Background: an optimization exercise with open tools, aiming at small area, a short achievable clock period and few clock cycles. Do not read the settings as production practice. The RTL was checked by simulation tests, not by an equivalence proof against the original design. No activity file was given, so power comes from the tool's default toggle rates.

**design/flow/config.mk**
```make
export PLATFORM = sky130hd
export DESIGN_NAME = KANADE32
export DESIGN_NICKNAME = KANADE32
export VERILOG_FILES = /design/flow/design.v
export SDC_FILE = /design/flow/constraint.sdc
export NUM_CORES = 4
export LEC_CHECK = 0
export CAP_MARGIN = 20
export CORE_MARGIN = 2
export CORE_UTILIZATION = 40
export SETUP_SLACK_MARGIN = 4.0
export SLEW_MARGIN = 20
```
**design/flow/constraint.sdc**
```tcl
create_clock -name core_clock -period 8.0 [get_ports {clk}]
set_input_delay 1.6000 -clock core_clock [delete_from_list [all_inputs] [get_ports {clk}]]
set_output_delay 1.6000 -clock core_clock [all_outputs]
set_load 0.01 [all_outputs]
```
**design/flow/design.v**
```verilog
module ADD32(
    input [31:0] a,
    input [31:0] b,
    input cin,
    output [31:0] s,
    output cout
);
wire [31:0] p0 = a ^ b;
wire [31:0] g0 = (a & b) | {31'h0, p0[0] & cin};
wire [31:0] g [0:5];
wire [31:0] p [0:5];
assign g[0] = g0;
assign p[0] = {p0[31:1], 1'b0};
genvar l, i;
generate
    for (l = 0; l < 5; l = l + 1) begin : g_lvl
        for (i = 0; i < 32; i = i + 1) begin : g_bit
            if (i & (1 << l)) begin : g_op
                localparam integer J = ((i >> l) << l) - 1;
                assign g[l+1][i] = g[l][i] | (p[l][i] & g[l][J]);
                assign p[l+1][i] = p[l][i] & p[l][J];
            end else begin : g_pass
                assign g[l+1][i] = g[l][i];
                assign p[l+1][i] = p[l][i];
            end
        end
    end
endgenerate
wire [32:0] c = {g[5], cin};
assign s = p0 ^ c[31:0];
assign cout = c[32];
endmodule
module INC30(
    input [29:0] x,
    output [29:0] y
);
wire [29:0] a [0:5];
assign a[0] = x;
genvar l, i;
generate
    for (l = 0; l < 5; l = l + 1) begin : g_lvl
        for (i = 0; i < 30; i = i + 1) begin : g_bit
            if (i & (1 << l)) begin : g_op
                localparam integer J = ((i >> l) << l) - 1;
                assign a[l+1][i] = a[l][i] & a[l][J];
            end else begin : g_pass
                assign a[l+1][i] = a[l][i];
            end
        end
    end
endgenerate
assign y = x ^ {a[5][28:0], 1'b1};
endmodule
module CMP32(
    input [31:0] a,
    input [31:0] b,
    output lt,
    output eq
);
wire [31:0] nb = ~b;
wire [31:0] p0 = a ^ nb;
wire [31:0] g0 = (a & nb) | {31'h0, p0[0]};
wire [31:0] g [0:5];
wire [31:0] p [0:5];
assign g[0] = g0;
assign p[0] = {p0[31:1], 1'b0};
genvar l, i;
generate
    for (l = 0; l < 5; l = l + 1) begin : g_lvl
        for (i = 0; i < 32; i = i + 1) begin : g_bit
            if (i & (1 << l)) begin : g_op
                localparam integer J = ((i >> l) << l) - 1;
                assign g[l+1][i] = g[l][i] | (p[l][i] & g[l][J]);
                assign p[l+1][i] = p[l][i] & p[l][J];
            end else begin : g_pass
                assign g[l+1][i] = g[l][i];
                assign p[l+1][i] = p[l][i];
            end
        end
    end
endgenerate
assign lt = (a[31] ^ b[31]) ? a[31] : ~g[5][30];
assign eq = &p0;
endmodule
module REGFILE(
    input clk,
    input reset_n,
    input we,
    input [4:0] waddr,
    input [31:0] wdata,
    input [4:0] raddr0,
    input [4:0] raddr1,
    output [31:0] rdata0,
    output [31:0] rdata1
);
reg [31:1] valid;
wire [31:0] rword [0:31];
wire [31:0] vbits = {valid, 1'b0};
assign rword[0] = 32'h0;
genvar i;
generate
    for (i = 1; i < 32; i = i + 1) begin : g_r
        reg [31:0] q;
        always @(posedge clk) begin
            if (we && waddr == i)
                q <= wdata;
        end
        assign rword[i] = q;
    end
endgenerate
always @(posedge clk) begin
    if (!reset_n)
        valid <= 31'h0;
    else if (we && waddr != 5'd0)
        valid[waddr] <= 1'b1;
end
assign rdata0 = rword[raddr0] & {32{vbits[raddr0]}};
assign rdata1 = rword[raddr1] & {32{vbits[raddr1]}};
endmodule
module KANADE32(
    input reset_n,
    input clk,
    output [29:0] mem_addr,
    output [31:0] mem_wdata,
    output mem_we,
    input [31:0] mem_rdata
);
reg [29:0] ar;
reg        we;
reg        m_fetch;     
reg [1:0]  flo;         
assign mem_addr = ar;
assign mem_we = we;
assign mem_wdata = w1_res;    
reg        d_valid;     
reg [31:0] dpc4;        
reg        e_valid;
reg [31:0] e_a, e_b;
reg        e_a1, e_b1;   
reg [31:0] e_alt;       
reg [4:0]  e_dst;
reg        e_we;
reg        e_use_imm, e_sub;
reg [2:0]  e_rsel;
reg        e_load, e_store;
reg        e_br, e_pred, e_force, e_jr;
reg [1:0]  e_cond;      
reg [31:0] w1_res, w2_res;
reg [4:0]  w1_dst, w2_dst;
reg        w1_we, w2_we;
reg        w1_load, w2_load;
localparam R_SUM = 3'd0, R_AND = 3'd1, R_OR = 3'd2, R_XOR = 3'd3,
           R_NOR = 3'd4, R_SLT = 3'd5, R_SLTU = 3'd6, R_B = 3'd7;
wire [31:0] ins = mem_rdata;
wire [5:0] op = ins[31:26];
wire [4:0] rs = ins[25:21];
wire [4:0] rt = ins[20:16];
wire [4:0] rd = ins[15:11];
wire [5:0] fn = ins[5:0];
reg        d_we, d_use_imm, d_sub, d_load, d_store, d_br, d_jmp, d_jr, d_jal;
reg        d_use_rs, d_use_rt;
reg [2:0]  d_rsel;
reg [4:0]  d_dst;
always @* begin
    d_we = 1'b0; d_use_imm = 1'b0; d_sub = 1'b0; d_load = 1'b0; d_store = 1'b0;
    d_br = 1'b0; d_jmp = 1'b0; d_jr = 1'b0; d_jal = 1'b0;
    d_use_rs = 1'b1; d_use_rt = 1'b0;
    d_rsel = R_SUM; d_dst = rt;
    case (op)
        6'h00: begin
            d_dst = rd;
            d_use_rt = 1'b1;
            case (fn)
                6'h20, 6'h21: begin d_we = 1'b1; end
                6'h22, 6'h23: begin d_we = 1'b1; d_sub = 1'b1; end
                6'h24: begin d_we = 1'b1; d_rsel = R_AND; end
                6'h25: begin d_we = 1'b1; d_rsel = R_OR; end
                6'h26: begin d_we = 1'b1; d_rsel = R_XOR; end
                6'h27: begin d_we = 1'b1; d_rsel = R_NOR; end
                6'h2A: begin d_we = 1'b1; d_sub = 1'b1; d_rsel = R_SLT; end
                6'h2B: begin d_we = 1'b1; d_sub = 1'b1; d_rsel = R_SLTU; end
                6'h08: begin d_jr = 1'b1; d_use_rt = 1'b0; end
                default: ;
            endcase
        end
        6'h01: begin d_br = 1'b1; d_sub = 1'b1; d_use_rt = 1'b1; end
        6'h02: begin d_jmp = 1'b1; d_use_rs = 1'b0; end
        6'h03: begin d_jmp = 1'b1; d_jal = 1'b1; d_use_rs = 1'b0; d_we = 1'b1;
                     d_dst = 5'd31; d_rsel = R_OR; end
        6'h04, 6'h05: begin d_br = 1'b1; d_use_rt = 1'b1; end
        6'h06: begin d_br = 1'b1; d_sub = 1'b1; d_use_rt = 1'b1; end
        6'h08, 6'h09: begin d_we = 1'b1; d_use_imm = 1'b1; end
        6'h0A: begin d_we = 1'b1; d_use_imm = 1'b1; d_sub = 1'b1; d_rsel = R_SLT; end
        6'h0B: begin d_we = 1'b1; d_use_imm = 1'b1; d_sub = 1'b1; d_rsel = R_SLTU; end
        6'h0C: begin d_we = 1'b1; d_use_imm = 1'b1; d_rsel = R_AND; end
        6'h0D: begin d_we = 1'b1; d_use_imm = 1'b1; d_rsel = R_OR; end
        6'h0E: begin d_we = 1'b1; d_use_imm = 1'b1; d_rsel = R_XOR; end
        6'h23: begin d_we = 1'b1; d_use_imm = 1'b1; d_load = 1'b1; end
        6'h2B: begin d_use_imm = 1'b1; d_store = 1'b1; d_use_rt = 1'b1; d_rsel = R_B; end
        default: ;
    endcase
end
wire [31:0] w2_data = w2_load ? mem_rdata : w2_res;
wire [31:0] rf_a, rf_b;
REGFILE rf(
    .clk(clk),
    .reset_n(reset_n),
    .we(w2_we),
    .waddr(w2_dst),
    .wdata(w2_data),
    .raddr0(rs),
    .raddr1(rt),
    .rdata0(rf_a),
    .rdata1(rf_b)
);
wire [29:0] dpc_w;
INC30 dec_d(.x(~dpc4[31:2]), .y(dpc_w));
wire [31:0] dpc = {~dpc_w, dpc4[1:0]};
wire m1_a = w1_we && (w1_dst == rs);
wire m1_b = w1_we && (w1_dst == rt);
wire m2_a = w2_we && (w2_dst == rs);
wire m2_b = w2_we && (w2_dst == rt);
wire [31:0] d_a = d_jal ? dpc4 : m1_a ? w1_res : m2_a ? w2_res : rf_a;
wire [31:0] d_b = d_jal ? 32'h0 : m1_b ? w1_res : m2_b ? w2_res : rf_b;
wire a1 = d_use_rs && e_valid && e_we && (e_dst == rs);
wire b1 = d_use_rt && e_valid && e_we && (e_dst == rt);
wire hz = (a1 | b1) & e_load |
          (d_use_rs && m1_a && w1_load) | (d_use_rt && m1_b && w1_load);
wire [31:0] d_boff = {{14{ins[15]}}, ins[15:0], 2'b00};
wire [31:0] d_btgt;
ADD32 add_d(.a(dpc4), .b(d_boff), .cin(1'b0), .s(d_btgt), .cout());
wire [31:0] d_jtgt = {(d_jal ? 4'b0000 : dpc4[31:28]), ins[25:0], 2'b00};
wire d_back = d_br & ins[15];           
wire d_redir_want = d_jmp | d_back;
wire [31:0] d_tgt = d_jmp ? d_jtgt : d_btgt;
wire e_go = e_valid;
wire [31:0] A = e_a1 ? w1_res : e_a;
wire [31:0] B = e_b1 ? w1_res : e_b;
wire [31:0] imm32 = {{16{e_alt[15]}}, e_alt[15:0]};
wire [31:0] B2 = e_use_imm ? imm32 : B;
wire [31:0] B2x = e_sub ? ~B2 : B2;
wire [31:0] sum;
wire cout;
ADD32 add_e(.a(A), .b(B2x), .cin(e_sub), .s(sum), .cout(cout));
wire ltu = ~cout;
wire lts = (A[31] ^ B2[31]) ? A[31] : sum[31];
wire blt, eq;
CMP32 cmp_e(.a(A), .b(B), .lt(blt), .eq(eq));
reg [31:0] result;
always @* begin
    case (e_rsel)
        R_AND: result = A & B2;
        R_OR: result = A | B2;
        R_XOR: result = A ^ B2;
        R_NOR: result = ~(A | B2);
        R_SLT: result = {31'h0, lts};
        R_SLTU: result = {31'h0, ltu};
        R_B: result = B;                  
        default: result = sum;
    endcase
end
reg cond;
always @* begin
    case (e_cond)
        2'd0: cond = eq;
        2'd1: cond = ~eq;
        2'd2: cond = blt;
        default: cond = blt | eq;
    endcase
end
wire e_mem = e_go & (e_load | e_store);
wire e_redir = e_go & (e_force | e_jr | (e_br & (cond ^ e_pred)));
wire [31:0] e_tgt = e_jr ? A : e_alt;
wire drop = d_valid & hz & ~e_redir;
wire [29:0] ar4;
INC30 inc_f(.x(ar), .y(ar4));
wire [29:0] seq = m_fetch ? ar4 : dpc4[31:2];
reg rpend;
wire d_redir_ok = d_valid & d_redir_want & ~e_mem & ~hz;
wire d_redir = d_redir_ok & ~e_redir;
wire d_taken = d_back & d_redir_ok;     
always @(posedge clk) begin
    if (!reset_n) begin
        ar <= 30'h0;
        flo <= 2'h0;
        m_fetch <= 1'b1;
        we <= 1'b0;
        d_valid <= 1'b0;
        e_valid <= 1'b0;
        rpend <= 1'b0;
        w1_we <= 1'b0; w1_load <= 1'b0;
        w2_we <= 1'b0; w2_load <= 1'b0;
    end else begin
        we <= 1'b0;
        if (e_redir) begin
            ar <= e_tgt[31:2]; flo <= e_tgt[1:0];
            m_fetch <= 1'b1;
        end else if (e_mem) begin
            ar <= sum[31:2];
            we <= e_store;
            m_fetch <= 1'b0;
        end else begin
            m_fetch <= 1'b1;
            if (drop | rpend) begin
                ar <= dpc[31:2]; flo <= dpc[1:0];
            end else if (d_redir) begin
                ar <= d_tgt[31:2]; flo <= d_tgt[1:0];
            end else begin
                ar <= seq;
            end
        end
        d_valid <= m_fetch & ~e_redir & ~drop & ~d_redir;
        rpend <= (drop | rpend) & e_mem;
        e_valid <= d_valid & ~e_redir & ~drop;
        w1_we <= e_go & e_we;
        w1_load <= e_go & e_load;
        w2_we <= w1_we;
        w2_load <= w1_load;
    end
end
always @(posedge clk) begin
    if (m_fetch & ~drop) dpc4 <= {ar4, flo};
    e_a <= d_a;
    e_b <= d_b;
    e_a1 <= a1;
    e_b1 <= b1;
    e_alt <= d_use_imm ? {16'h0, ins[15:0]} : d_taken ? dpc4 : d_tgt;
    e_dst <= d_dst;
    e_we <= d_we & (d_dst != 5'd0);
    e_use_imm <= d_use_imm;
    e_sub <= d_sub;
    e_rsel <= d_rsel;
    e_load <= d_load;
    e_store <= d_store;
    e_br <= d_br;
    e_pred <= d_taken;
    e_force <= d_jmp & ~d_redir_ok;
    e_jr <= d_jr;
    e_cond <= (op == 6'h04) ? 2'd0 : (op == 6'h05) ? 2'd1 :
              (op == 6'h01) ? 2'd2 : 2'd3;
    w1_res <= result;
    w1_dst <= e_dst;
    w2_res <= w1_res;
    w2_dst <= w1_dst;
end
endmodule
```
**design/flow/run.sh**
```bash
#!/bin/bash
# synth_recipe.tcl (not shown) runs the flow's synth.tcl, then flattens the netlist and writes it again
# the make line also repeats each setting of config.mk as NAME=value (left out here)
make -C /OpenROAD-flow-scripts/flow DESIGN_CONFIG=/design/flow/config.mk WORK_HOME=/design/flow/orfs CLKGATE_MAP_FILE= SYNTH_SCRIPT=/design/flow/synth_recipe.tcl finish
```
==> results of run 1 <==
==> worst paths after layout <==
kind                          from           endpoint  slack, ns  cells after the start
setup / recovery      e_a1$_DFF_P_  ar[12]$_SDFF_PN0_       3.77                     18
setup reg to reg      e_a1$_DFF_P_  ar[12]$_SDFF_PN0_       3.77                     18
hold / removal    e_dst[0]$_DFF_P_  w1_dst[0]$_DFF_P_       0.39                      0
hold reg to reg   e_dst[0]$_DFF_P_  w1_dst[0]$_DFF_P_       0.39                      0
==> per-layer routing <==
metal	GRT usage, %	vias to the layer above
li1	-	21200
met1	45.4	26900
met2	54.6	5979
met3	15.8	1872
met4	28.8	18
met5	0.575	-
==> cells in the final DEF, fill, tap and decap left out, drive strengths merged, types with 157 or more instances in the layout <==
cell / n
o21ai: 242
nor2: 286
a21oi: 236
a22o: 375
a22oi: 157
buf: 464
edfxtp: 1024
ha: 175
a221oi: 397
nand2: 268
clkbuf: 185
dfxtp: 263
==> per-stage QoR <==
stage                     cell area, µm²  power [mW]  worst slack [ns]  hold slack, ns  utilization (%)
after floorplan                    62000        9.22              3.67           0.373                -
final                              75800        17.0              3.77           0.388             49.2
after detailed placement           66200        10.2              1.74           0.384             43.0
after global routing               75700        17.3              3.70           0.404             49.2
after CTS                          74400        16.7              3.86           0.393             48.4
after global placement             66200        10.2              1.77           0.377             43.0
==> kinds of logic (layout without fill, tap and decap cells) <==
| logic type | after synthesis | in the layout | share of synthesized area, % |
|---|---|---|---|
| AND/OR/NAND/NOR | 1083 | 1086 | 8.58 |
| flip-flops | 1287 | 1287 | 58.2 |
| XOR/XNOR | 152 | 152 | 2.15 |
| AO/OA/AOI/OAI | 1734 | 1735 | 21.1 |
| adder cells (fa/ha/maj) | 184 | 184 | 3.83 |
| multiplexers | 163 | 163 | 3.05 |
| buffers and inverters | 495 | 928 | 3.06 |
| other | 0 | 6 | 0 |
==> final cells by class <==
type	instances	area, µm²
diodes	6	15.0
fillers	13400	78100
clock buffers	176	3740
inverters	123	473
well taps	2044	2560
clock inverters	78	687
flip-flops and latches	1287	36000
repair buffers	551	5410
multi-input cells	3320	26800
==> power by group <==
part	switching [mW]	total, mW	internal [mW]
clock	2.84	6.41	3.56
sequential	0.333	8.12	7.79
combinational	1.63	2.44	0.804
==> flip-flops by register name (all words and copies together), names as in the netlist, 30 cells and up <==
| signal | cells |
|---|---|
| w1_res | 32 |
| rf.g_r.q | 992 |
| e_a | 32 |
| dpc4 | 32 |
| ar | 30 |
| w2_res | 32 |
| e_b | 32 |
| rf.valid | 31 |
| e_alt | 32 |
==> critical path, stage by stage (launching register included) <==
cell	delay (ns)
dfxtp_4	0.43
buf_12	0.20
buf_12	0.14
mux2i_4	0.25
inv_2	0.08
ha_1	0.28
nand4_1	0.20
nor4_4	0.43
nand4_1	0.19
mux2i_2	0.21
o22ai_4	0.20
mux2i_4	0.40
nor2b_4	0.10
buf_12	0.15
buf_12	0.12
buf_8	0.12
and3_4	0.19
buf_4	0.14
a211oi_4	0.27
==> timing repair <==
item                                    4_1_cts  5_1_grt
pin swaps                                    86       75
endpoints found under the setup margin      192      143
buffers inserted                            164       85
gates cloned                                  7        6
gates resized for setup                     512      174
==> out/metrics.yaml, run 1 <==
outcome:
  status: "no timing/DRC/antenna violations"
die:
  fp.dieH_um: 397
  die_x_um: 397
  initial_utilization_pct: 40.2
  die_area_um2: 158000
  core_um2: 154000
  ioPinCount: 97
  fp-row-count: 144
global_route:
  grt_pass1_vias: 51900
  antenna_found_initial: 14
  grt_max_degree: 70
  grt_overflow: 0
  grt_usage_pct: 38.1
  grt_pass1_wl_mm: 419
clock_tree:
  worstSkewPairLatency_ns: 0.81
  clock-sinks: 1287
  root_buffer: "clkbuf_16"
  clkTransAtPathRegs_ns: 0.06
  cts_tree: "yes"
  numCtsBuffers: 139
  htree_levels: 4
  hold_buffers: 0
  clock_path_buffers: 3
yosys:
  synth-edff-count: 1024
  avgSynthCellArea_um2: 12.1
  yosysMostFrequentCell: "edfxtp_1"
  ys.warnings.count: 5
  ys_ff_latch: 1287
  async_flop_share_pct: 0
  synth_top_cells_by_count: "edfxtp_1, a221oi_1, a22o_1, clkbuf_1, nor2_1"
  ys_types: 87
  synthesis.instances: 5098
  netlist_area_um2: 61900
  netlist_top_cells_area: "edfxtp_1, dfxtp_1, a221oi_1, a22o_1, ha_1"
  synth_seq_area_share_pct: 58.2
  synth_top_cell_area_share_pct: 49.7
  synthFlopType: "edfxtp_1"
  yosysTopAreaCell: "edfxtp_1"
  syn_nets: 5316
drt:
  drt-met1-wl_mm: 103
  maxUsedRoutingLayer: "met5"
  wl_mm: 312
  vias: 56000
  wl_met2_mm: 127
  ant_nets: 0
  dr.pass1.iters: 11
  viasPerCell: 7.38
  wl_per_cell_um: 41.1
  drc_errors: 0
  drt_iter0_drc: 12300
  wl_met3_mm: 50.7
final_layout:
  drive_gt1_share_pct: 21.7
  instances_no_fill: 7585
  nets: 5640
  area_growth_pct: 22.5
power_and_ir_drop:
  power_density_nw_per_um2: 224
  leakage_nw: 26.5
  vdd_drop_max_mv: 0.156
setup_path:
  critPathLaunchType: "register"
  crit_arrival_ns: 4.91
  endpoint_kind: "register"
  crit_path_max_fanout: 7
  critPathKind: "reg2reg"
  cp_data_required_time_ns: 8.69
sta:
  fin_crit_sh_pct: 52.8
  fin_crit_ns: 4.23
  slew_headroom_pct: 18.1
  fmax_mhz: 237
  final_hold_viol_count: 0
  finalSetupViolations: 0
  worst_slew_pin_slew_ns: 1.23
  finalSetupTns_ns: 0
  rsz0062_at_grt: "yes"
  skew_ns: 0.0247
  drv_slew: 0
placed_design:
  dp_cells: 7063
  dp_hpwl_mm: 178
  place.gp.congestion: 0.974
  portBuffers: 96
run:
  cap_violations: 0
worst_hold_path:
  hold_class: "reg2reg"
Testbench counts, summed over its fixed seeds: cycles 135,445.
==> run 2: changes to the inputs <==
--- a/design/flow/design.v
+++ b/design/flow/design.v
@@ -145,4 +145,5 @@
 reg        e_load, e_store;
 reg        e_br, e_pred, e_force, e_jr;
+reg        e_k1;        
 reg [1:0]  e_cond;      
 reg [31:0] w1_res, w2_res;
@@ -200,4 +201,5 @@
         default: ;
     endcase
+    if (ins[15:0] == 16'h0) d_br = 1'b0;
 end
 wire [31:0] w2_data = w2_load ? mem_rdata : w2_res;
@@ -270,7 +272,11 @@
 end
 wire e_mem = e_go & (e_load | e_store);
-wire e_redir = e_go & (e_force | e_jr | (e_br & (cond ^ e_pred)));
+wire k1ok = e_k1 & ~e_pred & (d_valid | m_fetch);
+wire e_skip = e_go & e_br & cond & k1ok;
+wire e_redir = e_go & (e_force | e_jr | (e_br & (cond ^ e_pred) & ~k1ok));
+wire sqd = e_redir | (e_skip & d_valid);       
+wire sqf = e_redir | (e_skip & ~d_valid);      
 wire [31:0] e_tgt = e_jr ? A : e_alt;
-wire drop = d_valid & hz & ~e_redir;
+wire drop = d_valid & hz & ~sqd;
 wire [29:0] ar4;
 INC30 inc_f(.x(ar), .y(ar4));
@@ -278,5 +284,5 @@
 reg rpend;
 wire d_redir_ok = d_valid & d_redir_want & ~e_mem & ~hz;
-wire d_redir = d_redir_ok & ~e_redir;
+wire d_redir = d_redir_ok & ~sqd;
 wire d_taken = d_back & d_redir_ok;     
 always @(posedge clk) begin
@@ -310,7 +316,7 @@
             end
         end
-        d_valid <= m_fetch & ~e_redir & ~drop & ~d_redir;
+        d_valid <= m_fetch & ~sqf & ~drop & ~d_redir;
         rpend <= (drop | rpend) & e_mem;
-        e_valid <= d_valid & ~e_redir & ~drop;
+        e_valid <= d_valid & ~sqd & ~drop;
         w1_we <= e_go & e_we;
         w1_load <= e_go & e_load;
@@ -337,4 +343,5 @@
     e_force <= d_jmp & ~d_redir_ok;
     e_jr <= d_jr;
+    e_k1 <= (ins[15:0] == 16'h1);
     e_cond <= (op == 6'h04) ? 2'd0 : (op == 6'h05) ? 2'd1 :
               (op == 6'h01) ? 2'd2 : 2'd3;
==> out/metrics.yaml, run 2 <==
outcome:
  status: "no timing/DRC/antenna violations"
die:
  die_x_um: 399  # +0.46%
  initial_utilization_pct: 40.4  # +0.19 points
  core_um2: 155000  # +0.47%
  fp-row-count: 144  # unchanged
  ioPinCount: 97  # unchanged
  fp.dieH_um: 399  # +0.46%
  die_area_um2: 159000  # +0.93%
clock_tree:
  clkTransAtPathRegs_ns: 0.06  # about the same
  hold_buffers: 0  # unchanged
  numCtsBuffers: 141  # +1.4%
  cts_tree: "yes"
  worstSkewPairLatency_ns: 0.84  # +0.03 ns
  htree_levels: 4  # unchanged
  clock-sinks: 1288  # +0.078%
  root_buffer: "clkbuf_16"
  clock_path_buffers: 3  # unchanged
drt:
  wl_per_cell_um: 40.7  # -1.2%
  viasPerCell: 7.36  # -0.21%
  drc_errors: 0  # unchanged
  dr.pass1.iters: 14  # +3
  wl_mm: 319  # +2.3%
  ant_nets: 0  # unchanged
  drt_iter0_drc: 13500  # +10%
  vias: 57800  # +3.3%
final_layout:
  regMostFlops: "rf.g_r.q"
  nets: 5901  # +4.6%
  final_common_cell: "edfxtp_1"
  instances_no_fill: 7851  # +3.5%
  area_growth_pct: 24.0
  largest_reg_flops: 992  # unchanged
  drive_gt1_share_pct: 22.1  # +0.46 points
  final_cell_mix: "edfxtp_1, a22oi_1, buf_4"
sta:
  rsz0062_at_grt: "yes"
  finalSetupTns_ns: 0  # unchanged
  final_hold_viol_count: 0  # unchanged
  drv_slew: 0  # unchanged
  fin_crit_ns: 4.39  # +0.168 ns
  fin_crit_sh_pct: 54.9  # +2.1 points
  finalSetupViolations: 0  # unchanged
  skew_ns: 0.0741  # +0.0494 ns
  worst_slew_pin_slew_ns: 1.16  # -0.0674 ns
  slew_headroom_pct: 22.5  # +4.4 points
  fmax_mhz: 228  # -3.8%
yosys:
  netlist_area_um2: 62400  # +0.94%
  synthesis.instances: 5305  # +4.1%
  ys_ff_latch: 1288  # +0.078%
  synthFlopType: "edfxtp_1"
  yosysMostFrequentCell: "edfxtp_1"
  synth_top_cells_by_count: "edfxtp_1, a22oi_1, nor2_1, nand2_1, clkbuf_1"
  ys_types: 92  # +5.7%
  syn_nets: 5523  # +3.9%
  netlist_top_cells_area: "edfxtp_1, dfxtp_1, a22oi_1, ha_1, a221oi_1"
  synth_top_cell_area_share_pct: 49.3  # -0.46 points
  avgSynthCellArea_um2: 11.8  # -3.0%
  ys.warnings.count: 5  # unchanged
  yosysTopAreaCell: "edfxtp_1"
  synth-edff-count: 1024  # unchanged
  synth_seq_area_share_pct: 57.7  # -0.51 points
  async_flop_share_pct: 0  # unchanged
setup_path:
  endpoint_kind: "register"
  cp_data_required_time_ns: 8.73  # +0.04 ns
  crit_path_max_fanout: 8  # +1
  critPathLaunchType: "register"
  critPathKind: "reg2reg"
  crit_arrival_ns: 5.12  # +0.21 ns
power_and_ir_drop:
  power_mw: 17.0  # +0.46%
  p_sw_mw: 4.95  # +3.0%
  clockPowerShare_pct: 37.9  # about the same
  vdd_drop_max_mv: 0.224  # +43%
  power_density_nw_per_um2: 220  # -1.7%
  internal-power_mw: 12.1  # -0.55%
  seq_power_share_pct: 47.5  # -0.4 points
  swShare_pct: 29.1  # +0.72 points
  p_comb_share_pct: 14.6  # +0.2 points
  leakage_nw: 27.2  # +2.5%
run:
  cap_violations: 0  # unchanged
global_route:
  grt_pass1_wl_mm: 427  # +1.8%
  antenna_found_initial: 20  # +6
  grt_max_degree: 63  # -10%
  grt_pass1_vias: 53100  # +2.4%
  grt_usage_pct: 38.5  # +0.46 points
  grt_overflow: 0  # unchanged
placed_design:
  dp_hpwl_mm: 183  # +2.9%
  dp_cells: 7266  # +2.9%
  place.gp.congestion: 1.01  # +3.8%
  portBuffers: 96  # unchanged
worst_hold_path:
  hold_class: "reg2reg"
[run 2: cell types whose count changed after synthesis, sizes merged, moves of 17 or more]
| cell | previous run | this run |
|---|---|---|
| mux2i | 102 | 129 |
| nand3 | 123 | 158 |
| nor4 | 22 | 49 |
| buf | 52 | 80 |
| a221oi | 397 | 173 |
| nor2 | 284 | 348 |
| a22o | 375 | 147 |
| o211ai | 19 | 39 |
| a21oi | 236 | 219 |
| clkbuf | 320 | 303 |
| a22oi | 157 | 568 |
| xnor2 | 103 | 81 |
| nand2 | 268 | 305 |
| and2 | 41 | 14 |
[run 2: cell families after synthesis]
logic type | Yosys count | share of synthesized area, %
compound gates | 1732 | 20.1
mux | 191 | 3.54
simple gates | 1253 | 9.65
flops | 1288 | 57.7
buf+inv | 514 | 3.22
xor+xnor | 143 | 2.01
fa+ha+maj | 184 | 3.80
[run 2: area by class of cell]
| class | instances | area [µm²] |
|---|---|---|
| Timing Repair inverter | 1 | 7.51 |
| Clock buffer | 169 | 3700 |
| Fill cell | 13300 | 77200 |
| Multi-Input combinational cell | 3507 | 27800 |
| Antenna cell | 8 | 20.0 |
| Timing Repair Buffer | 613 | 6000 |
| Tap cell | 2044 | 2560 |
| Sequential cell | 1288 | 36100 |
| Inverter | 131 | 518 |
| Clock inverter | 90 | 803 |
[run 2: through the flow]
stage	instance area, µm²	worst slack (ns)	util, %	hold slack [ns]
2_1_floorplan	62600	3.89	-	0.373
5_1_grt	77400	3.63	50.1	0.370
3_5_place_dp	66900	1.63	43.3	0.390
3_3_place_gp	66900	1.65	43.3	0.391
6_report	77400	3.61	50.1	0.345
4_1_cts	75800	3.76	49.1	0.358
[run 2: path summary, 6_finish.rpt]
kind	slack [ns]	to	cells after the start	from
worst max-delay path	3.61	ar[11]$_SDFF_PN0_	18	e_a1$_DFF_P_
worst min-delay path	0.34	w1_dst[1]$_DFF_P_	0	e_dst[1]$_DFF_P_
worst max register to register	3.61	ar[11]$_SDFF_PN0_	18	e_a1$_DFF_P_
worst min register to register	0.34	w1_dst[1]$_DFF_P_	0	e_dst[1]$_DFF_P_
[run 2: timing repair]
item / 4_1_cts / 5_1_grt
gates resized for setup: 476 / 244
setup endpoints to repair: 222 / 199
buffers inserted: 229 / 71
pin swaps: 103 / 103
cloned: 14 / 4
[run 2: per-layer routing]
layer | global-route usage [%] | vias to the layer above | part of all wire (%)
li1 | - | 21900 | -
met1 | 45.5 | 27500 | 33
met2 | 54.7 | 6441 | 40
met3 | 18.5 | 2018 | 17
met4 | 27.0 | 32 | 9.9
met5 | 1.73 | - | 0.23
[run 2: power by group through the flow]
stage          Sequential [mW]  Combinational [mW]  Clock (mW)
2_1_floorplan             8.02                1.12           0
3_3_place_gp              8.17                1.96           0
3_5_place_dp              8.16                1.98           0
4_1_cts                   8.06                2.22        6.44
5_1_grt                   8.08                2.56        6.71
6_report                  8.09                2.50        6.46
[run 2: critical path, cell delays in order, from the launching register on]
cell and delay, ns:
dfxtp_4 0.45, buf_12 0.18, buf_16 0.18, mux2i_4 0.33, inv_2 0.10, ha_4 0.28, nand4_1 0.15, nor4_4 0.29
buf_4 0.18, nand4_1 0.18, mux2i_4 0.31, buf_6 0.17, a31oi_4 0.12, a2111oi_4 0.23, buf_6 0.20, buf_12 0.16
a211oi_2 0.09, a311oi_2 0.34, o221a_1 0.33
Testbench counts of run 2, summed over its fixed seeds: cycles 132,491.
==> run 3: changes to the inputs <==
--- a/design/flow/config.mk
+++ b/design/flow/config.mk
@@ -9,4 +9,5 @@
 export CORE_MARGIN = 2
 export CORE_UTILIZATION = 40
+export CTS_BUF_LIST = sky130_fd_sc_hd__clkbuf_4 sky130_fd_sc_hd__clkbuf_8
 export SETUP_SLACK_MARGIN = 4.0
 export SLEW_MARGIN = 20
==> out/metrics.yaml, run 3 <==
sta:
  whs_ns: 0.363  # +0.0188 ns
  fin_crit_ns: 4.34  # -0.0572 ns
  fmax_mhz: 231  # +1.3%
  finalSetupViolations: 0  # unchanged
  fin_crit_sh_pct: 54.2  # -0.72 points
  finalSetupTns_ns: 0  # unchanged
  slew_headroom_pct: 22.0  # -0.51 points
  drv_slew: 0  # unchanged
  final_hold_viol_count: 0  # unchanged
  skew_ns: 0.0644  # -0.00974 ns
  rsz0062_at_grt: "yes"
  worst_slew_pin_slew_ns: 1.17  # +0.0109 ns
yosys:
  ys_ff_latch: 1288  # unchanged
  synth-edff-count: 1024  # unchanged
  synthesis.instances: 5305  # unchanged
  yosysMostFrequentCell: "edfxtp_1"
  synth_top_cell_area_share_pct: 49.3  # unchanged
  avgSynthCellArea_um2: 11.8  # unchanged
  syn_nets: 5523  # unchanged
  ys_types: 92  # unchanged
  async_flop_share_pct: 0  # unchanged
  ys.warnings.count: 5  # unchanged
  synthFlopType: "edfxtp_1"
  synth_seq_area_share_pct: 57.7  # unchanged
  netlist_top_cells_area: "edfxtp_1, dfxtp_1, a22oi_1, ha_1, a221oi_1"
  netlist_area_um2: 62400  # unchanged
  synth_top_cells_by_count: "edfxtp_1, a22oi_1, nor2_1, nand2_1, clkbuf_1"
  yosysTopAreaCell: "edfxtp_1"
run:
  cap_violations: 0  # unchanged
final_layout:
  final_common_cell: "edfxtp_1"
  area_growth_pct: 22.1
  instances_no_fill: 7932  # +1.0%
  nets: 5911  # +0.17%
  regMostFlops: "rf.g_r.q"
  drive_gt1_share_pct: 22.5  # +0.36 points
  design_area_um2: 76300  # -1.5%
  final_cell_mix: "edfxtp_1, a22oi_1, buf_4"
  largest_reg_flops: 992  # unchanged
clock_tree:
  clock-sinks: 1288  # unchanged
  hold_buffers: 0  # unchanged
  cts_tree: "yes"
  worstSkewPairLatency_ns: 1.01  # +0.17 ns
  htree_levels: 4  # unchanged
  clock_path_buffers: 3  # unchanged
  root_buffer: "clkbuf_8"
  clkTransAtPathRegs_ns: 0.06  # about the same
  numCtsBuffers: 210  # +49%
die:
  ioPinCount: 97  # unchanged
  core_um2: 155000  # unchanged
  fp.dieH_um: 399  # unchanged
  die_area_um2: 159000  # unchanged
  die_x_um: 399  # unchanged
  fp-row-count: 144  # unchanged
  initial_utilization_pct: 40.4  # unchanged
worst_hold_path:
  min_from: "e_dst[1]$_DFF_P_"
  min_path_cells: 0  # unchanged
  min_to: "w1_dst[1]$_DFF_P_"
  hold_class: "reg2reg"
setup_path:
  reg2reg_slack_ns: 3.66  # +0.06 ns
  crit_path_max_fanout: 7  # -1
  critPathKind: "reg2reg"
  r2r-start: "e_a1$_DFF_P_"
  crit_path_top_delay_cell: "dfxtp_4"
  critPathLaunchType: "register"
  critical_path.top_delay_family: "compound AO/OA/AOI/OAI gates"
  endpoint_kind: "register"
  rr_endpoint: "ar[11]$_SDFF_PN0_"
  crit_buf_inv: 6  # -1
  crit_arrival_ns: 5.27  # +0.15 ns
  max_stage_delay_ns: 0.40  # -0.05 ns
  cp_data_required_time_ns: 8.93  # +0.20 ns
  reg2regPathDepth: 17  # -1
  path_cells: "buf_12 -> mux2i_4 -> inv_2 -> ha_1 -> nand4_1 -> buf_4 -> nor4_4 -> buf_4 -> nand4_1 -> mux2i_4 -> and3_4 -> a2111oi_4 -> buf_6 -> buf_12 -> a211oi_4 -> a311oi_2 -> o221a_1"
global_route:
  grt_usage_pct: 38.2  # -0.29 points
  antenna_found_initial: 19  # -5.0%
  grt_overflow: 0  # unchanged
  grt_pass1_wl_mm: 424  # -0.65%
  grt_max_degree: 63  # unchanged
  grt_pass1_vias: 53200  # +0.066%
placed_design:
  dp_hpwl_mm: 183  # unchanged
  dp_cells: 7266  # unchanged
  place.gp.congestion: 1.01  # unchanged
  placed_area_um2: 66900  # unchanged
  portBuffers: 96  # unchanged
power_and_ir_drop:
  power_density_nw_per_um2: 221  # +0.47%
  leakage_nw: 26.9  # -1.0%
  power_mw: 16.9  # -1.1%
  vdd_drop_max_mv: 0.195  # -13%
drt:
  drt_iter0_drc: 13900  # +2.9%
  wl_per_cell_um: 39.9  # -1.9%
  ant_nets: 0  # unchanged
  viasPerCell: 7.29  # -0.95%
  drc_errors: 0  # unchanged
  wl_mm: 316  # -0.89%
  vias: 57800  # +0.069%
  dr.pass1.iters: 12  # -2
outcome:
  status: "no timing/DRC/antenna violations"
run 3: how the worst max path moves through the flow:
stage	slack (ns)	to	cells past startpoint	start
3_3_place_gp	1.65	e_a[7]$_DFF_P_	9	mem_rdata[21]
3_5_place_dp	1.63	e_a[7]$_DFF_P_	9	mem_rdata[21]
4_1_cts	3.78	ar[11]$_SDFF_PN0_	18	e_a1$_DFF_P_
6_report	3.66	ar[11]$_SDFF_PN0_	17	e_a1$_DFF_P_
2_1_floorplan	3.89	e_alt[31]$_SDFF_PP0_	13	mem_rdata[0]
5_1_grt	3.66	ar[11]$_SDFF_PN0_	17	e_a1$_DFF_P_
run 3: repair_timing:
| action | in CTS | in global routing |
|---|---|---|
| resized for setup | 324 | 238 |
| pin swaps | 61 | 95 |
| hold endpoints to repair | 0 | 0 |
| setup buffers | 181 | 65 |
| cloned | 10 | 3 |
| endpoints found under the setup margin | 222 | 197 |
run 3: logic make-up after synthesis:
kind of cell | synth area share, %
compound gates | 20.1
xor+xnor | 2.01
fa+ha+maj | 3.80
buf+inv | 3.22
flops | 57.7
mux | 3.54
simple gates | 9.65
run 3: power by group:
| part | total (mW) | internal, mW | switching, mW |
|---|---|---|---|
| Clock | 6.36 | 3.42 | 2.94 |
| Combinational | 2.41 | 0.781 | 1.63 |
| Sequential | 8.09 | 7.76 | 0.331 |
run 3: per-stage QoR:
step	setup WS, ns	util, %
after global placement	1.65	43.3
after floorplan	3.89	-
after detailed placement	1.63	43.3
final	3.66	49.3
after CTS	3.78	48.3
after global routing	3.66	49.3
run 3: final cells by class:
type	instances	area (µm²)
timing repair inverter	1	7.51
fill	13500	78300
timing repair buffer	555	5250
clock buffer	291	3580
antenna	17	42.5
inverter	131	519
sequential	1288	36100
clock inverter	99	980
tap	2044	2560
multi-input combinational	3506	27200
run 3: worst reg2reg max path: cells and delay by family, from the launching register on:
| kind | cells | cell delay (ns) |
|---|---|---|
| AOI/OAI and AO/OA | 4 | 1.11 |
| buffers and inverters | 6 | 1.01 |
| and+or+nand+nor | 4 | 0.80 |
| muxes | 2 | 0.62 |
| DFF | 1 | 0.40 |
| adders and majority gates | 1 | 0.33 |
run 3: per-layer routing:
metal | part of all wire [%] | up-vias | global-route usage [%]
li1 | - | 21900 | -
met1 | 33 | 27500 | 45.3
met2 | 40 | 6390 | 54.4
met3 | 17 | 1986 | 18.4
met4 | 9.5 | 29 | 26.6
met5 | 0.11 | - | 0.242
==> run 4: changes to the inputs <==
--- a/design/flow/config.mk
+++ b/design/flow/config.mk
@@ -10,4 +10,5 @@
 export CORE_UTILIZATION = 40
 export CTS_BUF_LIST = sky130_fd_sc_hd__clkbuf_4 sky130_fd_sc_hd__clkbuf_8
+export PLACE_DENSITY = 0.72
 export SETUP_SLACK_MARGIN = 4.0
 export SLEW_MARGIN = 20
==> out/metrics.yaml, run 4 <==
yosys:
  synth_seq_area_share_pct: 57.7  # unchanged
  netlist_area_um2: 62400  # unchanged
  synth_top_cell_area_share_pct: 49.3  # unchanged
  yosysTopAreaCell: "edfxtp_1"
  synthFlopType: "edfxtp_1"
  ys_ff_latch: 1288  # unchanged
  avgSynthCellArea_um2: 11.8  # unchanged
  ys_types: 92  # unchanged
  yosysMostFrequentCell: "edfxtp_1"
  synth-edff-count: 1024  # unchanged
  async_flop_share_pct: 0  # unchanged
  ys.warnings.count: 5  # unchanged
  synth_top_cells_by_count: "edfxtp_1, a22oi_1, nor2_1, nand2_1, clkbuf_1"
  synthesis.instances: 5305  # unchanged
  netlist_top_cells_area: "edfxtp_1, dfxtp_1, a22oi_1, ha_1, a221oi_1"
  syn_nets: 5523  # unchanged
final_layout:
  final_cell_mix: "edfxtp_1, a22oi_1, buf_4"
  nets: 5907  # -0.068%
  regMostFlops: "rf.g_r.q"
  final_common_cell: "edfxtp_1"
  design_area_um2: 75600  # -0.89%
  area_growth_pct: 21.0
  n_fill_cell: 13300  # -1.7%
  drive_gt1_share_pct: 21.8  # -0.67 points
  largest_reg_flops: 992  # unchanged
outcome:
  status: "no timing/DRC/antenna violations"
sta:
  fmax_mhz: 229  # -0.62%
  finalSetupViolations: 0  # unchanged
  finalSetupTns_ns: 0  # unchanged
  skew_ns: 0.0939  # +0.0295 ns
  fin_crit_ns: 4.36  # +0.0270 ns
  drv_slew: 0  # unchanged
  rsz0062_at_grt: "yes"
  final_hold_viol_count: 0  # unchanged
  worst_slew_pin_slew_ns: 1.17  # -0.000708 ns
  fin_crit_sh_pct: 54.5  # +0.34 points
  slew_headroom_pct: 22.0  # +0.047 points
drt:
  vias: 58400  # +1.0%
  wl_mm: 306  # -3.3%
  drt_iter0_drc: 14900  # +7.1%
  drc_errors: 0  # unchanged
  wl_per_cell_um: 38.6  # -3.3%
  ant_nets: 0  # unchanged
  viasPerCell: 7.37  # +1.1%
  dr.pass1.iters: 14  # +2
worst_hold_path:
  min_from: "e_dst[4]$_DFF_P_"
  hold_class: "reg2reg"
power_and_ir_drop:
  internal-power_mw: 11.5  # -3.6%
  leakage_nw: 26.6  # -0.87%
  clockPowerShare_pct: 35.7  # -2.0 points
  p_comb_share_pct: 14.8  # +0.5 points
  seq_power_share_pct: 49.5  # +1.5 points
  swShare_pct: 29.6  # +0.50 points
  vdd_drop_max_mv: 0.185  # -5.2%
  power_density_nw_per_um2: 217  # -2.0%
  p_sw_mw: 4.84  # -1.3%
clock_tree:
  htree_levels: 4  # unchanged
  root_buffer: "clkbuf_8"
  hold_buffers: 0  # unchanged
  cts_tree: "yes"
  clkTransAtPathRegs_ns: 0.07  # about the same
  numCtsBuffers: 201  # -4.3%
  worstSkewPairLatency_ns: 1.02  # about the same
  clock-sinks: 1288  # unchanged
  clock_path_buffers: 3  # unchanged
die:
  initial_utilization_pct: 40.4  # unchanged
  ioPinCount: 97  # unchanged
  die_area_um2: 159000  # unchanged
  fp-row-count: 144  # unchanged
  fp.dieH_um: 399  # unchanged
  core_um2: 155000  # unchanged
  die_x_um: 399  # unchanged
setup_path:
  crit_arrival_ns: 5.22  # -0.05 ns
  critPathKind: "reg2reg"
  r2r-start: "e_a1$_DFF_P_"
  reg2reg_slack_ns: 3.64  # -0.03 ns
  cp_data_required_time_ns: 8.86  # -0.07 ns
  endpoint_kind: "register"
  startpoint: "e_a1$_DFF_P_"
  critPathLaunchType: "register"
  crit_path_max_fanout: 8  # +1
placed_design:
  portBuffers: 96  # unchanged
  dp_hpwl_mm: 178  # -2.9%
  place.gp.congestion: 1.04  # +2.5%
  placed_area_um2: 66800  # -0.13%
run:
  cap_violations: 0  # unchanged
global_route:
  grt_max_degree: 75  # +19%
  grt_overflow: 0  # unchanged
  antenna_found_initial: 19  # unchanged
  grt_usage_pct: 36.8  # -1.4 points
  grt_pass1_vias: 53500  # +0.64%
  grt_pass1_wl_mm: 412  # -2.9%
## run 4: cell types whose count changed in the layout (fill, tap and decap cells not counted), moves of 6 or more
cell | before | now
clkinv_2 | 26 | 38
nor4_4 | 11 | 4
clkbuf_4 | 68 | 60
buf_6 | 21 | 32
clkbuf_2 | 14 | 7
nor3_2 | 25 | 17
o21ai_1 | 25 | 14
o21ai_0 | 218 | 224
clkbuf_8 | 223 | 214
bufinv_16 | 15 | 6
## run 4: stage by stage
step	setup slack (ns)	util (%)	hold slack, ns	cells	total power, mW
5_1_grt	3.56	48.9	0.398	7916	16.6
4_1_cts	3.79	47.6	0.395	7791	16.0
6_report	3.64	48.9	0.390	7928	16.4
3_5_place_dp	1.62	43.2	0.385	7259	10.2
2_1_floorplan	3.89	-	0.373	5305	9.13
3_3_place_gp	1.66	43.2	0.389	7259	10.1
## run 4: layer usage
layer / vias to the layer above / global-route usage [%] / part of all wire [%]
met5: - / 1.18 / 0.24
met1: 27400 / 42.8 / 32
met4: 32 / 29.1 / 11
met3: 2288 / 18.7 / 18
li1: 21900 / - / -
met2: 6832 / 50.7 / 39
## run 4: path summary, 6_finish.rpt
kind                                           to  cells after the start
worst min register to register  w1_dst[4]$_DFF_P_                      0
worst min-delay path            w1_dst[4]$_DFF_P_                      0
worst max-delay path             ar[4]$_SDFF_PN0_                     18
worst max register to register   ar[4]$_SDFF_PN0_                     18
## run 4: power groups by stage
| stage | logic [mW] | clock network [mW] | registers [mW] |
|---|---|---|---|
| 2_1_floorplan | 1.12 | 0 | 8.02 |
| 3_3_place_gp | 1.94 | 0 | 8.18 |
| 3_5_place_dp | 1.98 | 0 | 8.17 |
| 4_1_cts | 2.14 | 5.82 | 8.06 |
| 5_1_grt | 2.47 | 6.08 | 8.09 |
| 6_report | 2.43 | 5.84 | 8.10 |
## run 4: layout make-up
class	count	area (µm²)	area share, %
repair buffers	558	5170	6.84
diodes	20	50.0	0.0662
flip-flops and latches	1288	36100	47.7
multi-input cells	3508	27100	35.8
repair inverters	1	7.51	0.00993
well taps	2044	2560	3.38
clock inverters	104	752	0.995
inverters	131	514	0.680
clock buffers	274	3400	4.49
## run 4: logic make-up (layout without fill, tap and decap cells)
family	count (synthesis)	count (layout)	share of synthesized area, %
AO/OA/AOI/OAI	1732	1733	20.1
XOR/XNOR	143	143	2.01
adder cells (fa/ha/maj)	184	184	3.80
buffers and inverters	514	1068	3.22
flip-flops	1288	1288	57.7
multiplexers	191	191	3.54
other	0	20	0
AND/OR/NAND/NOR	1253	1257	9.65
## run 4: what timing repair did
action / CTS / global route
pin swaps: 90 / 73
cloned: 9 / 1
resized for setup: 339 / 184
buffers inserted: 145 / 116
setup endpoints to repair: 224 / 198
## run 4: critical path: stages (launching register included)
cell	delay, ns
dfxtp_4	0.37
buf_12	0.15
buf_12	0.11
mux2i_4	0.44
inv_1	0.18
ha_1	0.31
nand4_1	0.18
a2111oi_0	0.60
o31ai_2	0.13
buf_6	0.17
and3_4	0.21
a2111oi_4	0.32
buf_4	0.19
buf_6	0.12
buf_12	0.14
a211oi_2	0.04
a31oi_1	0.21
a21oi_1	0.10
o32ai_1	0.24
==> run 5: changes to the inputs <==
--- a/design/flow/config.mk
+++ b/design/flow/config.mk
@@ -6,9 +6,9 @@
 export NUM_CORES = 4
 export LEC_CHECK = 0
-export CAP_MARGIN = 20
+export CAP_MARGIN = 10
 export CORE_MARGIN = 2
 export CORE_UTILIZATION = 40
 export CTS_BUF_LIST = sky130_fd_sc_hd__clkbuf_4 sky130_fd_sc_hd__clkbuf_8
-export PLACE_DENSITY = 0.72
+export PLACE_DENSITY = 0.66
 export SETUP_SLACK_MARGIN = 4.0
-export SLEW_MARGIN = 20
+export SLEW_MARGIN = 10
==> out/metrics.yaml, run 5 <==
final_layout:
  design_area_um2: 76500  # +1.2%
  final_cell_mix: "edfxtp_1, a22oi_1, buf_4"
  drive_gt1_share_pct: 23.0  # +1.1 points
  final_common_cell: "edfxtp_1"
  area_growth_pct: 22.5
  regMostFlops: "rf.g_r.q"
  largest_reg_flops: 992  # unchanged
  nets: 5921  # +0.24%
yosys:
  avgSynthCellArea_um2: 11.8  # unchanged
  synth_top_family_by_area: "compound AO/OA/AOI/OAI gates"
  syn_nets: 5523  # unchanged
  synthFlopType: "edfxtp_1"
  synth_compound_area_share_pct: 20.1  # unchanged
  ys.warnings.count: 5  # unchanged
  netlist_top_cells_area: "edfxtp_1, dfxtp_1, a22oi_1, ha_1, a221oi_1"
  async_flop_share_pct: 0  # unchanged
  synth_top_cell_area_share_pct: 49.3  # unchanged
  synth.area.mux_share_pct: 3.54  # unchanged
  synth-simple-area-share_pct: 9.65  # unchanged
  synthesis.instances: 5305  # unchanged
  netlist_area_um2: 62400  # unchanged
  synth_xor_area_share_pct: 2.01  # unchanged
  synth-edff-count: 1024  # unchanged
  ys_ff_latch: 1288  # unchanged
  synth-adder-area-share_pct: 3.80  # unchanged
  synth_top_cells_by_count: "edfxtp_1, a22oi_1, nor2_1, nand2_1, clkbuf_1"
  yosysMostFrequentCell: "edfxtp_1"
  yosysTopAreaCell: "edfxtp_1"
  ys_types: 92  # unchanged
  synth_seq_area_share_pct: 57.7  # unchanged
clock_tree:
  clock_path_buffers: 3  # unchanged
  numCtsBuffers: 212  # +5.5%
  clkTransAtPathRegs_ns: 0.06  # about the same
  hold_buffers: 0  # unchanged
  htree_levels: 4  # unchanged
  root_buffer: "clkbuf_8"
  clock-sinks: 1288  # unchanged
  cts_tree: "yes"
  worstSkewPairLatency_ns: 1.03  # about the same
sta:
  fin_crit_sh_pct: 52.6  # -2.0 points
  slew_headroom_pct: 14.1  # -7.9 points
  final_hold_viol_count: 0  # unchanged
  rsz0062_at_grt: "yes"
  finalSetupTns_ns: 0  # unchanged
  finalSetupViolations: 0  # unchanged
  fmax_mhz: 238  # +3.7%
  worst_slew_pin_slew_ns: 1.28  # +0.114 ns
  drv_slew: 0  # unchanged
  skew_ns: 0.0774  # -0.0165 ns
  fin_crit_ns: 4.21  # -0.157 ns
power_and_ir_drop:
  vdd_drop_max_mv: 0.198  # +7.1%
  leakage_nw: 27.0  # +1.2%
  p_sw_mw: 4.95  # +2.3%
  clockPowerShare_pct: 37.4  # +1.7 points
  p_comb_share_pct: 14.7  # about the same
  power_density_nw_per_um2: 221  # +2.2%
  internal-power_mw: 12.0  # +3.9%
  swShare_pct: 29.2  # -0.33 points
  seq_power_share_pct: 47.9  # -1.6 points
drt:
  ant_nets: 0  # unchanged
  drc_errors: 0  # unchanged
  wl_mm: 322  # +5.4%
  wl_per_cell_um: 40.5  # +5.1%
  drt_iter0_drc: 13800  # -7.3%
  viasPerCell: 7.37  # about the same
  dr.pass1.iters: 17  # +3
  vias: 58600  # +0.23%
run:
  cap_violations: 0  # unchanged
setup_path:
  crit_arrival_ns: 5.14  # -0.08 ns
  critPathKind: "in2reg"
  endpoint_kind: "register"
  reg2reg_slack_ns: 3.81  # +0.17 ns
  path_cells: "clkdlybuf4s50_1 -> buf_12 -> nand2b_4 -> buf_12 -> nor2_4 -> buf_4 -> a22oi_1 -> nand2_1 -> nor3_1 -> a21oi_1 -> a21oi_1 -> a211oi_1 -> a21o_1"
  cp_data_required_time_ns: 8.93  # +0.07 ns
  max_stage_delay_ns: 0.61  # about the same
  crit_path_max_fanout: 11  # +3
  crit_path_top_delay_cell: "a21oi_1"
  critPathLaunchType: "primary input"
global_route:
  grt_pass1_wl_mm: 432  # +4.9%
  grt_usage_pct: 39.0  # +2.2 points
  grt_pass1_vias: 54100  # +1.2%
  grt_overflow: 0  # unchanged
  grt_max_degree: 67  # -11%
  antenna_found_initial: 17  # -2
worst_hold_path:
  hold_class: "reg2reg"
die:
  core_um2: 155000  # unchanged
  fp-row-count: 144  # unchanged
  die_area_um2: 159000  # unchanged
  initial_utilization_pct: 40.4  # unchanged
  fp.dieH_um: 399  # unchanged
  ioPinCount: 97  # unchanged
  die_x_um: 399  # unchanged
outcome:
  status: "no timing/DRC/antenna violations"
placed_design:
  placed_area_um2: 67000  # +0.23%
  place.gp.congestion: 1.03  # -0.95%
  dp_hpwl_mm: 188  # +5.6%
  portBuffers: 96  # unchanged
## run 5: cell counts after synthesis
No cell type changed its count.
## run 5: cell type report
type,instances,area [µm²]
fillers,13400,78100
flip-flops and latches,1288,36100
multi-input cells,3508,27300
repair buffers,561,5380
clock buffers,304,3780
well taps,2044,2560
clock inverters,95,815
inverters,131,517
diodes,16,40.0
repair inverters,1,7.51
## run 5: logic make-up after synthesis
kind of cell,after synthesis
compound gates,1732
buf+inv,514
flops,1288
mux,191
xor+xnor,143
fa+ha+maj,184
simple gates,1253
## run 5: per-stage QoR
step | hold slack [ns] | utilization (%) | total power, mW | cells | setup WS [ns]
after global placement | 0.387 | 43.3 | 10.2 | 7272 | 1.82
final | 0.397 | 49.5 | 16.9 | 7948 | 3.79
after detailed placement | 0.385 | 43.3 | 10.2 | 7273 | 1.84
after CTS | 0.377 | 48.4 | 16.6 | 7857 | 3.86
after floorplan | 0.373 | - | 9.13 | 5305 | 3.89
after global routing | 0.395 | 49.4 | 17.2 | 7936 | 3.73
## run 5: repair_timing
item                                    4_1_cts  5_1_grt
pin swaps                                    88       88
hold endpoints to repair                      0        0
endpoints found under the setup margin      223      189
gates cloned                                 11        5
setup buffers                               174       70
resized for setup                           374      211
## run 5: power groups by stage
stage          registers [mW]  clock network, mW  logic [mW]
2_1_floorplan            8.02                  0        1.12
3_3_place_gp             8.19                  0        1.98
3_5_place_dp             8.19                  0        2.01
4_1_cts                  8.08               6.30        2.21
5_1_grt                  8.11               6.60        2.53
6_report                 8.12               6.33        2.48
## run 5: path summary, 6_finish.rpt
| kind | to | startpoint | depth (start not counted) |
|---|---|---|---|
| max | e_a[26]$_DFF_P_ | mem_rdata[21] | 13 |
| min | w1_dst[3]$_DFF_P_ | e_dst[3]$_DFF_P_ | 0 |
| max reg2reg | ar[24]$_SDFF_PN0_ | e_a1$_DFF_P_ | 19 |
| min reg2reg | w1_dst[3]$_DFF_P_ | e_dst[3]$_DFF_P_ | 0 |
## run 5: layer usage
layer	vias to the layer above	GRT usage, %	share of wire [%]
met5	-	0.787	0.072
met4	20	32.2	11
met3	2104	16.6	17
met2	6644	54.1	39
met1	27800	46.8	33
li1	22000	-	-
## run 5: worst max-delay path: cells and delay by family
kind	cells	cell delay (ns)
buffers and inverters	4	1.26
AO/OA/AOI/OAI	5	1.27
AND/OR/NAND/NOR	4	0.96

==> re-timing with driven ports <==
How much do the figures lean on ideal ports? The routed layouts below were timed once more, with nothing changed but the port constraints. Step 1: set_driving_cell puts a clkbuf_16 on clk and a buf_2 on each other input, an assumption about the parent block. Step 2 adds t to the input delays and takes it off the output delays; t is the mean of the earliest and latest rising clock arrival at the registers after step 1. Input paths then give back, and output paths get back, about the clock's delay inside the block. Three values: ideal, step 1, step 2; two values: the first two.
| run | t, ns | setup WS [ns] | worst setup path after step 2 | clock arrival spread, ns |
|---|---|---|---|---|
| run 1 | 0.873 | 3.774 / 3.774 / 3.026 | input to register | 0.027 / 0.027 |
| run 2 | 0.889 | 3.606 / 3.606 / 2.812 | input to register | 0.076 / 0.077 |
| run 3 | 1.071 | 3.663 / 3.663 / 2.882 | input to register | 0.079 / 0.079 |
| run 4 | 1.060 | 3.636 / 3.592 / 2.531 | input to register | 0.099 / 0.099 |
| run 5 | 1.062 | 3.793 / 3.809 / 2.796 | input to register | 0.105 / 0.105 |
After both steps every run listed still meets setup and hold. The setup slack of run 4, which loses most, moves by -0.044 ns with the drivers and by -1.105 ns with both steps.
